This is an optimization exercise on Yosys and OpenROAD, whose aim is small area, not a production implementation.
In this exercise RTL edits were held to simulation tests only and were not proved equivalent to the original.
Power figures rest on the tool's default switching activity, not on a simulated workload.

build 91:
## lcd_renderer
module lcd_renderer (
  input clk,
  input rst_n,
  input [99:0] game_table,
  output LCD_rst,
  output [1:0] LCD_cs,
  output LCD_rw,
  output LCD_di,
  output [7:0] LCD_data,
  output LCD_en
);
export LEC_CHECK = 0
export CAP_MARGIN = 20
export CORE_MARGIN = 2
export CORE_UTILIZATION = 70
export GPL_TIMING_DRIVEN = 0
export SLEW_MARGIN = 20
export BUFFER_PORTS_ARGS = -buffer_cell sky130_fd_sc_hd__buf_1
export CTS_ARGS = -sink_clustering_enable -repair_clock_nets -dont_use_dummy_load -buf_list sky130_fd_sc_hd__clkbuf_4 -sink_clustering_size 10 -sink_clustering_max_diameter 40
create_clock -name core_clock -period 10.0 [get_ports {clk}]
standard.sh (not shown) runs the stock make flow with config.mk's settings and CLKGATE_MAP_FILE= SYNTH_SCRIPT=/design/flow/synth_recipe.tcl, a recipe that flattens the netlist after the stock synthesis.
==> flow/flow/run.sh <==
#!/bin/bash
# Layout flow: the standard ORFS flow (standard.sh) with these changes:
#  - synthesis: the standard synthesis, but yosys abc maps the logic with
#    the area-oriented script flow/abc_area.script and no adder cells are
#    extracted (flow/synth_area.tcl); the registers are the standard
#    synthesis's;
#  - port buffers use the smallest buffer (buf_1) instead of ORFS's default
#    pick; every input and output port still gets its own buffer;
#  - clock tree synthesis builds leaf clusters of at most 10 sinks driven by
#    clkbuf_4 and inserts no dummy loads.
# Each tool's full output goes to a log file in this folder (make.log) and to
# ORFS's own per-step logs under orfs/logs/.
set -euo pipefail
export FLOW_SYNTH_TCL="$PWD/synth_recipe.tcl"
export FLOW_ABC_AREA_SCRIPT="$PWD/flow/abc_area.script"
cat >> config.mk <<'C'
export BUFFER_PORTS_ARGS = -buffer_cell sky130_fd_sc_hd__buf_1
export CTS_ARGS = -sink_clustering_enable -repair_clock_nets -dont_use_dummy_load -buf_list sky130_fd_sc_hd__clkbuf_4 -sink_clustering_size 10 -sink_clustering_max_diameter 40
C
bash standard.sh "SYNTH_SCRIPT=$PWD/flow/synth_area.tcl" finish > make.log 2>&1
==> flow/flow/abc_area.script <==
strash
&get -n
&fraig -x
&put
dc2
strash
&get -n
&dc2
&dch -f
&nf -R 2000 -C 20
&put
==> flow/flow/synth_area.tcl <==
# The standard synthesis (synth_recipe.tcl, sourced unchanged: ORFS's
# synth.tcl with yosys synth -nofsm -noshare, then flatten and rename) with
# two changes to the combinational logic only:
#  - yosys abc maps the logic with the area-oriented script
#    flow/abc_area.script instead of ORFS's delay-oriented one;
#  - half and full adders are not extracted into adder cells (extract_fa is
#    skipped), so abc maps the counters' increments with the rest.
# Flip-flops are mapped before abc and abc does not touch them, so the
# registers (count, names, cell types) are those of the standard synthesis.
proc abc {args} {
  set i [lsearch -exact $args -script]
  if {$i >= 0} { lset args [expr {$i + 1}] $::env(FLOW_ABC_AREA_SCRIPT) }
  yosys abc {*}$args
}
proc extract_fa {args} {}
source $::env(FLOW_SYNTH_TCL)
## Diff of input files: build 40 against build 91
Settings: clearing GPL_TIMING_DRIVEN, which used to be 0; swapping 70 for 78 in CORE_UTILIZATION; swapping -sink_clustering_enable -repair_clock_nets -dont_use_dummy_load -buf_list sky130_fd_sc_hd__clkbuf_4 -sink_clustering_size 10 -sink_clustering_max_diameter 40 for -sink_clustering_enable -repair_clock_nets -dont_use_dummy_load -buf_list sky130_fd_sc_hd__clkbuf_4 -sink_clustering_size 10 -sink_clustering_max_diameter 25 in CTS_ARGS.
-- flow/flow/run.sh --
<<< build 91, line 16
cat >> config.mk <<'C'
export BUFFER_PORTS_ARGS = -buffer_cell sky130_fd_sc_hd__buf_1
export CTS_ARGS = -sink_clustering_enable -repair_clock_nets -dont_use_dummy_load -buf_list sky130_fd_sc_hd__clkbuf_4 -sink_clustering_size 10 -sink_clustering_max_diameter 40
C
bash standard.sh "SYNTH_SCRIPT=$PWD/flow/synth_area.tcl" finish > make.log 2>&1
>>> build 40, line 16
cat >> config.mk <<'C'
export BUFFER_PORTS_ARGS = -buffer_cell sky130_fd_sc_hd__buf_1
export CTS_ARGS = -sink_clustering_enable -repair_clock_nets -dont_use_dummy_load -buf_list sky130_fd_sc_hd__clkbuf_4 -sink_clustering_size 10 -sink_clustering_max_diameter 25
C
bash standard.sh "SYNTH_SCRIPT=$PWD/flow/synth_area.tcl" finish > make.log 2>&1
Findings:
- The clock-buffer cell count of build 40 exceeds that of build 91 by 18.
- Build 40: total length of routed met2 wires is 43% higher than what build 91 reported.
- Ratio of total power to cell area ends up higher on build 40.
- Die height (build 91 / build 40): 1.05
- Compared build 40 vs build 91, and all-layer global routing usage is up in build 40.
- Build 91 → build 40: met2 usage in global routing went up; worst hold slack went down; final cycle utilization of the critical path went down.
- Looking at via count, build 40 sits about 10% higher than build 91 does.
diff inputs: build 40 => build 12
Settings: CORE_UTILIZATION now 70, was 78; CTS_ARGS now -sink_clustering_enable -repair_clock_nets -dont_use_dummy_load -buf_list sky130_fd_sc_hd__clkbuf_4 -sink_clustering_size 10 -sink_clustering_max_diameter 30, was -sink_clustering_enable -repair_clock_nets -dont_use_dummy_load -buf_list sky130_fd_sc_hd__clkbuf_4 -sink_clustering_size 10 -sink_clustering_max_diameter 25.
-- flow/flow/run.sh --
<<< build 40, line 16
cat >> config.mk <<'C'
export BUFFER_PORTS_ARGS = -buffer_cell sky130_fd_sc_hd__buf_1
export CTS_ARGS = -sink_clustering_enable -repair_clock_nets -dont_use_dummy_load -buf_list sky130_fd_sc_hd__clkbuf_4 -sink_clustering_size 10 -sink_clustering_max_diameter 25
C
bash standard.sh "SYNTH_SCRIPT=$PWD/flow/synth_area.tcl" finish > make.log 2>&1
>>> build 12, line 16
cat >> config.mk <<'C'
export BUFFER_PORTS_ARGS = -buffer_cell sky130_fd_sc_hd__buf_1
export CTS_ARGS = -sink_clustering_enable -repair_clock_nets -dont_use_dummy_load -buf_list sky130_fd_sc_hd__clkbuf_4 -sink_clustering_size 10 -sink_clustering_max_diameter 30
C
bash standard.sh "SYNTH_SCRIPT=$PWD/flow/synth_area.tcl" finish > make.log 2>&1
Notes after the runs:
Build 12: no failed stages, no open violations at the end
Build 12 vs build 40: static leakage down
[compare] base=build 40 new=build 12: met2 demand-to-capacity share in global routing now sits lower; count of non-CTS buffers in the layout shrank by 3.3%.
## Diff of input files: build 45 against build 12
Settings: a change of CTS_ARGS from -sink_clustering_enable -repair_clock_nets -dont_use_dummy_load -buf_list sky130_fd_sc_hd__clkbuf_4 -sink_clustering_size 10 -sink_clustering_max_diameter 30 to -sink_clustering_enable -repair_clock_nets -dont_use_dummy_load -buf_list sky130_fd_sc_hd__clkbuf_4 -sink_clustering_size 10 -sink_clustering_max_diameter 40.
-- flow/flow/run.sh --
<<< build 12, line 16
cat >> config.mk <<'C'
export BUFFER_PORTS_ARGS = -buffer_cell sky130_fd_sc_hd__buf_1
export CTS_ARGS = -sink_clustering_enable -repair_clock_nets -dont_use_dummy_load -buf_list sky130_fd_sc_hd__clkbuf_4 -sink_clustering_size 10 -sink_clustering_max_diameter 30
C
bash standard.sh "SYNTH_SCRIPT=$PWD/flow/synth_area.tcl" finish > make.log 2>&1
>>> build 45, line 16
cat >> config.mk <<'C'
export BUFFER_PORTS_ARGS = -buffer_cell sky130_fd_sc_hd__buf_1
export CTS_ARGS = -sink_clustering_enable -repair_clock_nets -dont_use_dummy_load -buf_list sky130_fd_sc_hd__clkbuf_4 -sink_clustering_size 10 -sink_clustering_max_diameter 40
C
bash standard.sh "SYNTH_SCRIPT=$PWD/flow/synth_area.tcl" finish > make.log 2>&1
Total power of build 45 is lower than that of build 12.
Layout-stage area growth over the synthesis result, build 45 and build 12: lower on build 45
Compared with build 12, build 45 shows a via count that is 63 lower.
Build 45 went all the way through synthesis, placement and routing and the layout is clean on timing, DRC and antenna.
Any difference in final worst setup slack between build 12 and build 45 is small enough to ignore.
Changes observed in build 45 relative to build 12: average routed wire per standard cell higher; met3 layer usage reported by global route higher.
Setup changes, build 45 to build 96
Settings: changing CTS_ARGS from -sink_clustering_enable -repair_clock_nets -dont_use_dummy_load -buf_list sky130_fd_sc_hd__clkbuf_4 -sink_clustering_size 10 -sink_clustering_max_diameter 40 to -sink_clustering_enable -repair_clock_nets -dont_use_dummy_load -buf_list sky130_fd_sc_hd__clkbuf_4 -sink_clustering_size 11 -sink_clustering_max_diameter 30.
==> flow/flow/run.sh <==
#!/bin/bash
# Layout flow: the standard ORFS flow (standard.sh) with these changes:
#  - synthesis: the standard synthesis, but yosys abc maps the logic with
#    the area-oriented script flow/abc_area.script and no adder cells are
#    extracted (flow/synth_area.tcl); the registers are the standard
#    synthesis's;
#  - port buffers use the smallest buffer (buf_1) instead of ORFS's default
#    pick; every input and output port still gets its own buffer;
#  - clock tree synthesis builds leaf clusters of at most 11 sinks driven by
#    clkbuf_4 and inserts no dummy loads.
# Each tool's full output goes to a log file in this folder (make.log) and to
# ORFS's own per-step logs under orfs/logs/.
set -euo pipefail
export FLOW_SYNTH_TCL="$PWD/synth_recipe.tcl"
export FLOW_ABC_AREA_SCRIPT="$PWD/flow/abc_area.script"
cat >> config.mk <<'C'
export BUFFER_PORTS_ARGS = -buffer_cell sky130_fd_sc_hd__buf_1
export CTS_ARGS = -sink_clustering_enable -repair_clock_nets -dont_use_dummy_load -buf_list sky130_fd_sc_hd__clkbuf_4 -sink_clustering_size 11 -sink_clustering_max_diameter 30
C
bash standard.sh "SYNTH_SCRIPT=$PWD/flow/synth_area.tcl" finish > make.log 2>&1
Going from build 45 to build 96, count of clock-buffer cells in the layout grew by a few percent. Diff build 45 -> build 96: routed via count shows no meaningful change, leakage power of the design shows no meaningful change. | finished layout cell area | build 96 vs build 45 | ≈ equal |. Sequential share of layout area delta (build 96 -> build 45): insignificant. Comparing build 45 with build 96, the total power density per cell area came out essentially unchanged.
#### Input delta (build 93 over build 96)
Settings: CTS_ARGS changed from -sink_clustering_enable -repair_clock_nets -dont_use_dummy_load -buf_list sky130_fd_sc_hd__clkbuf_4 -sink_clustering_size 11 -sink_clustering_max_diameter 30 to -sink_clustering_enable -repair_clock_nets -dont_use_dummy_load -buf_list sky130_fd_sc_hd__clkbuf_4 -sink_clustering_size 11 -sink_clustering_max_diameter 40.
-- flow/flow/run.sh --
<<< build 96, line 16
cat >> config.mk <<'C'
export BUFFER_PORTS_ARGS = -buffer_cell sky130_fd_sc_hd__buf_1
export CTS_ARGS = -sink_clustering_enable -repair_clock_nets -dont_use_dummy_load -buf_list sky130_fd_sc_hd__clkbuf_4 -sink_clustering_size 11 -sink_clustering_max_diameter 30
C
bash standard.sh "SYNTH_SCRIPT=$PWD/flow/synth_area.tcl" finish > make.log 2>&1
>>> build 93, line 16
cat >> config.mk <<'C'
export BUFFER_PORTS_ARGS = -buffer_cell sky130_fd_sc_hd__buf_1
export CTS_ARGS = -sink_clustering_enable -repair_clock_nets -dont_use_dummy_load -buf_list sky130_fd_sc_hd__clkbuf_4 -sink_clustering_size 11 -sink_clustering_max_diameter 40
C
bash standard.sh "SYNTH_SCRIPT=$PWD/flow/synth_area.tcl" finish > make.log 2>&1
Results
- Diode insertion count for antenna repair came out higher on build 93 than on build 96.
- Summary — fraction of area in clock buffers and inverters, build 93 relative to build 96: lower, by 0.36 points.
- Compared with build 96, build 93 shows a area growth from synthesis to layout that is 0.39 points lower.

exp/umber:
The RTL this note starts from:
==> flow/design.v <==
module RAM (
  input clk,
  input we_s,           
  input we_f,           
  input [9:0] din,      
  input [3:0] col,      
  output reg [7:0] dout
);
  reg [127:0] r0, r1, r2, r3, r4;
  wire [127:0] n0, n1, n2, n3, n4;
  function [127:0] step;
    input [127:0] r;
    input [6:0] es_a, es_b, ef_a, ef_b;
    input a, b, ws, wf;
    begin
      step = {r[126:0], r[127]};
      if (ws) begin step[es_a] = a; step[es_b] = b; end
      if (wf) begin step[ef_a] = a; step[ef_b] = b; end
    end
  endfunction
  assign n0 = step(r0, 7'd57, 7'd125, 7'd90, 7'd30,  din[0], din[5], we_s, we_f);
  assign n1 = step(r1, 7'd45, 7'd113, 7'd78, 7'd18,  din[1], din[6], we_s, we_f);
  assign n2 = step(r2, 7'd33, 7'd101, 7'd66, 7'd6,   din[2], din[7], we_s, we_f);
  assign n3 = step(r3, 7'd21, 7'd89,  7'd54, 7'd122, din[3], din[8], we_s, we_f);
  assign n4 = step(r4, 7'd9,  7'd77,  7'd42, 7'd110, din[4], din[9], we_s, we_f);
  always @(posedge clk) begin
    r0 <= n0; r1 <= n1; r2 <= n2; r3 <= n3; r4 <= n4;
  end
  integer i;
  always @* begin
    for (i = 0; i < 8; i = i + 1)
      case (col)
        4'd1, 4'd6:  dout[i] = r0[7-i];
        4'd2, 4'd7:  dout[i] = r1[7-i];
        4'd3, 4'd8:  dout[i] = r2[7-i];
        4'd4, 4'd9:  dout[i] = r3[7-i];
        default:     dout[i] = r4[7-i];
      endcase
  end
endmodule
module RAM_ctrl (
  input [99:0] game_table,
  input clk,
  input rst_n,
  input en,
  input y_last,           
  input x_last,           
  input init,             
  output reg data_valid,
  output we_s,
  output we_f,
  output reg [9:0] din
);
  reg [3:0] b;
  reg [2:0] m;            
  localparam [2:0] M0 = 3'b000, M2 = 3'b011, M3 = 3'b111, M5 = 3'b100;
  always @* begin
    case (b)
      4'd1: din = game_table[9:0];
      4'd2: din = game_table[19:10];
      4'd3: din = game_table[29:20];
      4'd4: din = game_table[39:30];
      4'd5: din = game_table[49:40];
      4'd6: din = game_table[59:50];
      4'd7: din = game_table[69:60];
      4'd8: din = game_table[79:70];
      4'd9: din = game_table[89:80];
      default: din = game_table[99:90];
    endcase
  end
  wire wr = (b != 4'd0) && (b < 4'd11);
  assign we_s = wr && !init;
  assign we_f = wr && init;
  wire ready = (b == 4'd12) && m[2] && !m[1];    
  wire served = ready && en;
  always @(posedge clk or negedge rst_n) begin
    if (!rst_n) begin
      b <= 4'd0;
      m <= M3;
      data_valid <= 1'b0;
    end else begin
      data_valid <= served;
      if (served && y_last) begin
        if (x_last) begin b <= 4'd0; m <= M3; end
        else begin b <= 4'd11; m <= M2; end
      end else if (!ready) begin
        m <= {m[1:0], ~m[2]};
        if (m[2] && !m[1]) b <= b + 1'b1;
      end
    end
  end
endmodule
module LCD_control (
  input wire clk,
  input wire rst_n,
  input wire [7:0] tap,      
  input wire data_valid,     
  output wire [3:0] col,     
  output wire y_last,
  output wire x_last,
  output wire init,
  output reg LCD_di,
  output wire LCD_rw,
  output reg LCD_en,
  output wire LCD_rst,
  output wire [1:0] LCD_cs,
  output reg [7:0] LCD_data,
  output reg en_tran
);
  localparam [3:0] SETDSL = 4'd0, E_X = 4'd1, E_Y = 4'd2, E_D = 4'd3,
                   SETX = 4'd4, SETY = 4'd5, IDLE = 4'd6, D_D = 4'd7, D_X = 4'd8;
  assign LCD_rst = rst_n;
  assign LCD_cs = 2'b10;
  assign LCD_rw = 1'b0;
  reg [3:0] state;
  reg [2:0] x_cnt;
  reg [3:0] yb;
  reg [2:0] ym;
  assign y_last = (yb == 4'd11) && ym[0] && !ym[1];        
  assign x_last = (x_cnt == 3'd7);
  assign init = (state == SETDSL) || (state == E_X) || (state == E_Y) || (state == E_D);
  assign col = yb;
  wire border = (yb == 4'd0) || (yb == 4'd11);
  wire first_byte = !ym[2] && !ym[0];                       
  wire [7:0] rowmask = (x_cnt == 3'd0) ? 8'b0000_0011 : (x_cnt == 3'd7) ? 8'b1100_0000 : 8'b0;
  always @(posedge clk or negedge rst_n) begin
    if (!rst_n) begin
      LCD_di <= 1'b0;
      LCD_data <= 8'h00;
      LCD_en <= 1'b1;
      state <= SETDSL;
      en_tran <= 1'b0;
      x_cnt <= 3'd0;
      yb <= 4'd0;
      ym <= 3'b110;
    end else begin
      LCD_en <= ~LCD_en;
      en_tran <= 1'b0;
      if (!LCD_en) begin
        case (state)
          SETDSL: begin LCD_di <= 1'b0; LCD_data <= 8'hc0; state <= E_X; end
          E_X:    begin LCD_di <= 1'b0; LCD_data <= {5'b10111, x_cnt}; state <= E_Y; end
          E_Y:    begin LCD_di <= 1'b0; LCD_data <= 8'h40; state <= E_D; end
          E_D: begin
            LCD_di <= 1'b1; LCD_data <= 8'h00;
            if (y_last) begin
              x_cnt <= x_cnt + 1'b1;
              state <= x_last ? SETX : E_X;
            end
          end
          SETX:   begin LCD_di <= 1'b0; LCD_data <= 8'hb8; state <= SETY; end
          SETY:   begin LCD_di <= 1'b0; LCD_data <= 8'h40; state <= IDLE; end
          IDLE:   begin LCD_di <= 1'b0; LCD_data <= 8'h3f; state <= D_D; end
          D_D: begin
            en_tran <= 1'b1;
            if (data_valid) begin
              LCD_di <= 1'b1;
              if (border) LCD_data <= 8'hff;
              else if (first_byte) LCD_data <= tap | rowmask;
              if (y_last) begin
                x_cnt <= x_cnt + 1'b1;
                state <= D_X;
              end
            end
          end
          default: begin    
            LCD_di <= 1'b0; LCD_data <= {5'b10111, x_cnt};
            state <= (x_cnt == 3'd0) ? IDLE : D_D;
          end
        endcase
        if ((state == E_D) || (state == D_D && data_valid)) begin
          if (y_last) begin
            yb <= 4'd0; ym <= 3'b110;
          end else begin
            ym <= {ym[1:0], ~ym[2]};
            if (ym[2] && !ym[1]) yb <= yb + 1'b1;
          end
        end
      end
    end
  end
endmodule
module lcd_renderer (
  input clk,
  input rst_n,
  input [99:0] game_table,
  output LCD_rst,
  output [1:0] LCD_cs,
  output LCD_rw,
  output LCD_di,
  output [7:0] LCD_data,
  output LCD_en
);
  wire en, out_valid, we_s, we_f, y_last, x_last, init;
  wire [9:0] din;
  wire [3:0] col;
  wire [7:0] tap;
  RAM_ctrl ram_c (
    .game_table(game_table), .clk(clk), .rst_n(rst_n), .en(en),
    .y_last(y_last), .x_last(x_last), .init(init), .data_valid(out_valid),
    .we_s(we_s), .we_f(we_f), .din(din)
  );
  RAM R1 (.clk(clk), .we_s(we_s), .we_f(we_f), .din(din), .col(col), .dout(tap));
  LCD_control LCD_ctrl (
    .clk(clk), .rst_n(rst_n), .tap(tap), .data_valid(out_valid),
    .col(col), .y_last(y_last), .x_last(x_last), .init(init),
    .LCD_di(LCD_di), .LCD_rw(LCD_rw), .LCD_en(LCD_en), .LCD_rst(LCD_rst),
    .LCD_cs(LCD_cs), .LCD_data(LCD_data), .en_tran(en)
  );
endmodule
export LEC_CHECK = 0
export CAP_MARGIN = 20
export CORE_MARGIN = 2
export CORE_UTILIZATION = 70
export SLEW_MARGIN = 20
export BUFFER_PORTS_ARGS = -buffer_cell sky130_fd_sc_hd__buf_1
export CTS_ARGS = -sink_clustering_enable -repair_clock_nets -dont_use_dummy_load -buf_list sky130_fd_sc_hd__clkbuf_8 -sink_clustering_size 16 -sink_clustering_max_diameter 40
create_clock -name core_clock -period 10.0 [get_ports {clk}]
==> flow/flow/run.sh <==
#!/bin/bash
set -euo pipefail
cat >> config.mk <<'C'
export BUFFER_PORTS_ARGS = -buffer_cell sky130_fd_sc_hd__buf_1
export CTS_ARGS = -sink_clustering_enable -repair_clock_nets -dont_use_dummy_load -buf_list sky130_fd_sc_hd__clkbuf_8 -sink_clustering_size 16 -sink_clustering_max_diameter 40
C
bash standard.sh finish > make.log 2>&1
The flow did not stop early for exp/umber: all stages ran, and the layout cleared the timing, DRC and antenna checks.
Modified inputs, exp/juniper compared to exp/umber
- CTS_BUF_LIST now sky130_fd_sc_hd__clkbuf_8, previously not set
- BUFFER_PORTS_ARGS no longer set, was -buffer_cell sky130_fd_sc_hd__buf_1
- CTS_CLUSTER_DIAMETER now 60, previously not set
- CTS_ARGS no longer set, was -sink_clustering_enable -repair_clock_nets -dont_use_dummy_load -buf_list sky130_fd_sc_hd__clkbuf_8 -sink_clustering_size 16 -sink_clustering_max_diameter 40
- CTS_CLUSTER_SIZE now 20, previously not set
==> flow/run.sh (new file) <==
#!/bin/bash
# synth_recipe.tcl (not shown) runs the flow's synth.tcl, then flattens the netlist and writes it again
# the make line also repeats each setting of config.mk as NAME=value (left out here)
make -C /OpenROAD-flow-scripts/flow DESIGN_CONFIG=/design/flow/config.mk WORK_HOME=/design/flow/orfs CLKGATE_MAP_FILE= SYNTH_SCRIPT=/design/flow/synth_recipe.tcl finish
removed: flow/flow/run.sh
removed: flow/standard.sh
Findings:
- When exp/juniper is set beside exp/umber, its final cell utilization of the core turns out to be 2.7 points larger.
- Against exp/umber, exp/juniper comes in 0.96 um higher on average detailed-routed wire length per instance.
- Going from exp/umber to exp/juniper, largest voltage drop on the vdd net grew by a little under 10%.
- exp/juniper completed every stage of the flow, and the final layout passed the timing, DRC and antenna checks.
Input changes introduced in exp/delta (baseline for comparison: exp/juniper):
- a change of CTS_CLUSTER_SIZE from 20 to 30
- a change of CTS_BUF_LIST from sky130_fd_sc_hd__clkbuf_8 to sky130_fd_sc_hd__clkbuf_16
### Flow results
Looking only at switching portion of total power, and setting everything else aside, the higher value of exp/delta and exp/juniper goes to exp/delta. exp/juniper → exp/delta: met3 wire length shows an increase of 4.8%, final cycle utilization of the critical path saw little to no change, cell-internal power picked up an extra 4.3%. | synthesis-to-finish area growth | exp/delta vs exp/juniper | 1.2 points higher |. On number of tapcells, exp/juniper tracks exp/delta almost exactly.
Edits applied to the flow inputs when going from exp/delta to exp/ember:
- ABC_AREA now 1, previously not set
- CTS_BUF_LIST now sky130_fd_sc_hd__clkbuf_4, was sky130_fd_sc_hd__clkbuf_16
- CTS_CLUSTER_DIAMETER no longer set, was 60
Findings:
Compared with exp/delta, exp/ember shows reported net switching power that has gone up by more than a quarter. Taking exp/ember as 1.0, exp/delta lands at 0.860 on leakage component of the power. Compared with exp/delta, in exp/ember design area climbed about 7%; cell total after placement climbed 12%. Changes observed in exp/ember relative to exp/delta: total of plain and repair buffers excluding clock buffers shows an increase of 0.85%, part of the total power dissipated in combinational logic shrank by 0.3 points, first-iteration DRC count dropped 130. Taking exp/delta over exp/ember, the wire length ratio works out to 0.889.
[inputs] exp/indigo vs exp/ember
- CTS_ARGS now -sink_clustering_enable -repair_clock_nets -dont_use_dummy_load -buf_list sky130_fd_sc_hd__clkbuf_4 -sink_clustering_size 12 -sink_clustering_max_diameter 25, previously not set
- CTS_CLUSTER_SIZE no longer set, was 30
- BUFFER_PORTS_ARGS now -buffer_cell sky130_fd_sc_hd__buf_1, previously not set
- ABC_AREA no longer set, was 1
- CTS_BUF_LIST no longer set, was sky130_fd_sc_hd__clkbuf_4
==> flow/flow/run.sh (new file) <==
#!/bin/bash
set -euo pipefail
cat >> config.mk <<'C'
export BUFFER_PORTS_ARGS = -buffer_cell sky130_fd_sc_hd__buf_1
export CTS_ARGS = -sink_clustering_enable -repair_clock_nets -dont_use_dummy_load -buf_list sky130_fd_sc_hd__clkbuf_4 -sink_clustering_size 12 -sink_clustering_max_diameter 25
C
bash standard.sh finish > make.log 2>&1
==> flow/standard.sh (new file) <==
#!/bin/bash
# synth_recipe.tcl (not shown) runs the flow's synth.tcl, then flattens the netlist and writes it again
# the make line also repeats each setting of config.mk as NAME=value (left out here)
make -C /OpenROAD-flow-scripts/flow DESIGN_CONFIG=/design/flow/config.mk WORK_HOME=/design/flow/orfs CLKGATE_MAP_FILE= SYNTH_SCRIPT=/design/flow/synth_recipe.tcl "${@:-finish}"
removed: flow/run.sh
==> comparison <==
- Delta(count of buffers not belonging to the clock network in the layout, exp/indigo - exp/ember) < 0
- Via count: exp/indigo < exp/ember
- Between exp/ember and exp/indigo, the combinational group share of total power is lower for exp/indigo.
- Comparing exp/ember and exp/indigo, final critical-path required period is lower on exp/indigo.
- The higher worst slew margin relative to its limit of exp/ember and exp/indigo is in exp/ember.
- Sort exp/ember and exp/indigo by fraction of standard cell area that is sequential, descending, and exp/indigo comes first.
- exp/indigo vs. exp/ember: die area saw a decrease, depth of the worst register-to-register path went down, number of standard cells after synthesis went down by 156.
What exp/nickel does differently from exp/indigo at the input level:
- a deleted BUFFER_PORTS_ARGS that had been -buffer_cell sky130_fd_sc_hd__buf_1
- a deleted CTS_ARGS that had been -sink_clustering_enable -repair_clock_nets -dont_use_dummy_load -buf_list sky130_fd_sc_hd__clkbuf_4 -sink_clustering_size 12 -sink_clustering_max_diameter 25
- an added ABC_AREA of 1
- an added CTS_BUF_LIST of sky130_fd_sc_hd__clkbuf_2 sky130_fd_sc_hd__clkbuf_4
==> flow/run.sh (new file) <==
#!/bin/bash
# synth_recipe.tcl (not shown) runs the flow's synth.tcl, then flattens the netlist and writes it again
# the make line also repeats each setting of config.mk as NAME=value (left out here)
make -C /OpenROAD-flow-scripts/flow DESIGN_CONFIG=/design/flow/config.mk WORK_HOME=/design/flow/orfs CLKGATE_MAP_FILE= SYNTH_SCRIPT=/design/flow/synth_recipe.tcl finish
removed: flow/flow/run.sh
removed: flow/standard.sh
==> summary.txt <==
- Global-route wire length before repair: exp/nickel vs exp/indigo up 25%
- A master of the slowest instance on the critical path of clkbuf_2 is what exp/indigo shows, while clkdlybuf4s50_1 belongs to exp/nickel.
- Fraction of met1 tracks used by global routing is higher on exp/nickel
- exp/nickel: all stages complete, timing, DRC and antenna checks passed
- For synthesized-area fraction occupied by adder cells, exp/nickel and exp/indigo come out practically identical.

## static timing again, ports no longer ideal
In the flow no input, the clock included, has a driving cell. The finished layouts below were timed again as built, in two steps. Step 1, drivers: a clkbuf_16 drives clk and a buf_2 each remaining input, both assumed. Step 2 also shifts input and output timing later by t, the mid clock arrival at the registers, as if the neighbouring blocks saw the same clock. Three values: ideal ports, drivers, drivers and shift; two values: the first two.
run | t, ns | setup slack, ns | worst setup path after step 2 | worst slew at a driven data input, ns
build 91 | 0.696 | 5.107 / 5.083 / 5.083 | input to output | 0.06
build 40 | 0.763 | 5.200 / 5.177 / 5.177 | input to output | 0.07
build 12 | 0.694 | 5.215 / 5.192 / 5.192 | input to output | 0.07
build 45 | 0.688 | 5.217 / 5.194 / 5.194 | input to output | 0.07
build 96 | 0.706 | 5.221 / 5.199 / 5.199 | input to output | 0.07
build 93 | 0.678 | 5.210 / 5.187 / 5.187 | input to output | 0.07
exp/umber | 0.613 | 5.120 / 5.098 / 5.098 | input to output | 0.06
exp/juniper | 0.611 | 4.550 / 4.527 / 4.527 | input to output | 0.07
exp/delta | 0.620 | 4.550 / 4.527 / 4.527 | input to output | 0.08
exp/ember | 0.814 | 4.534 / 4.503 / 4.503 | input to output | 0.05
exp/indigo | 0.736 | 5.114 / 5.093 / 5.093 | input to output | 0.06
exp/nickel | 0.814 | 4.534 / 4.503 / 4.503 | input to output | 0.05
After both steps setup and hold are still met in every run listed.
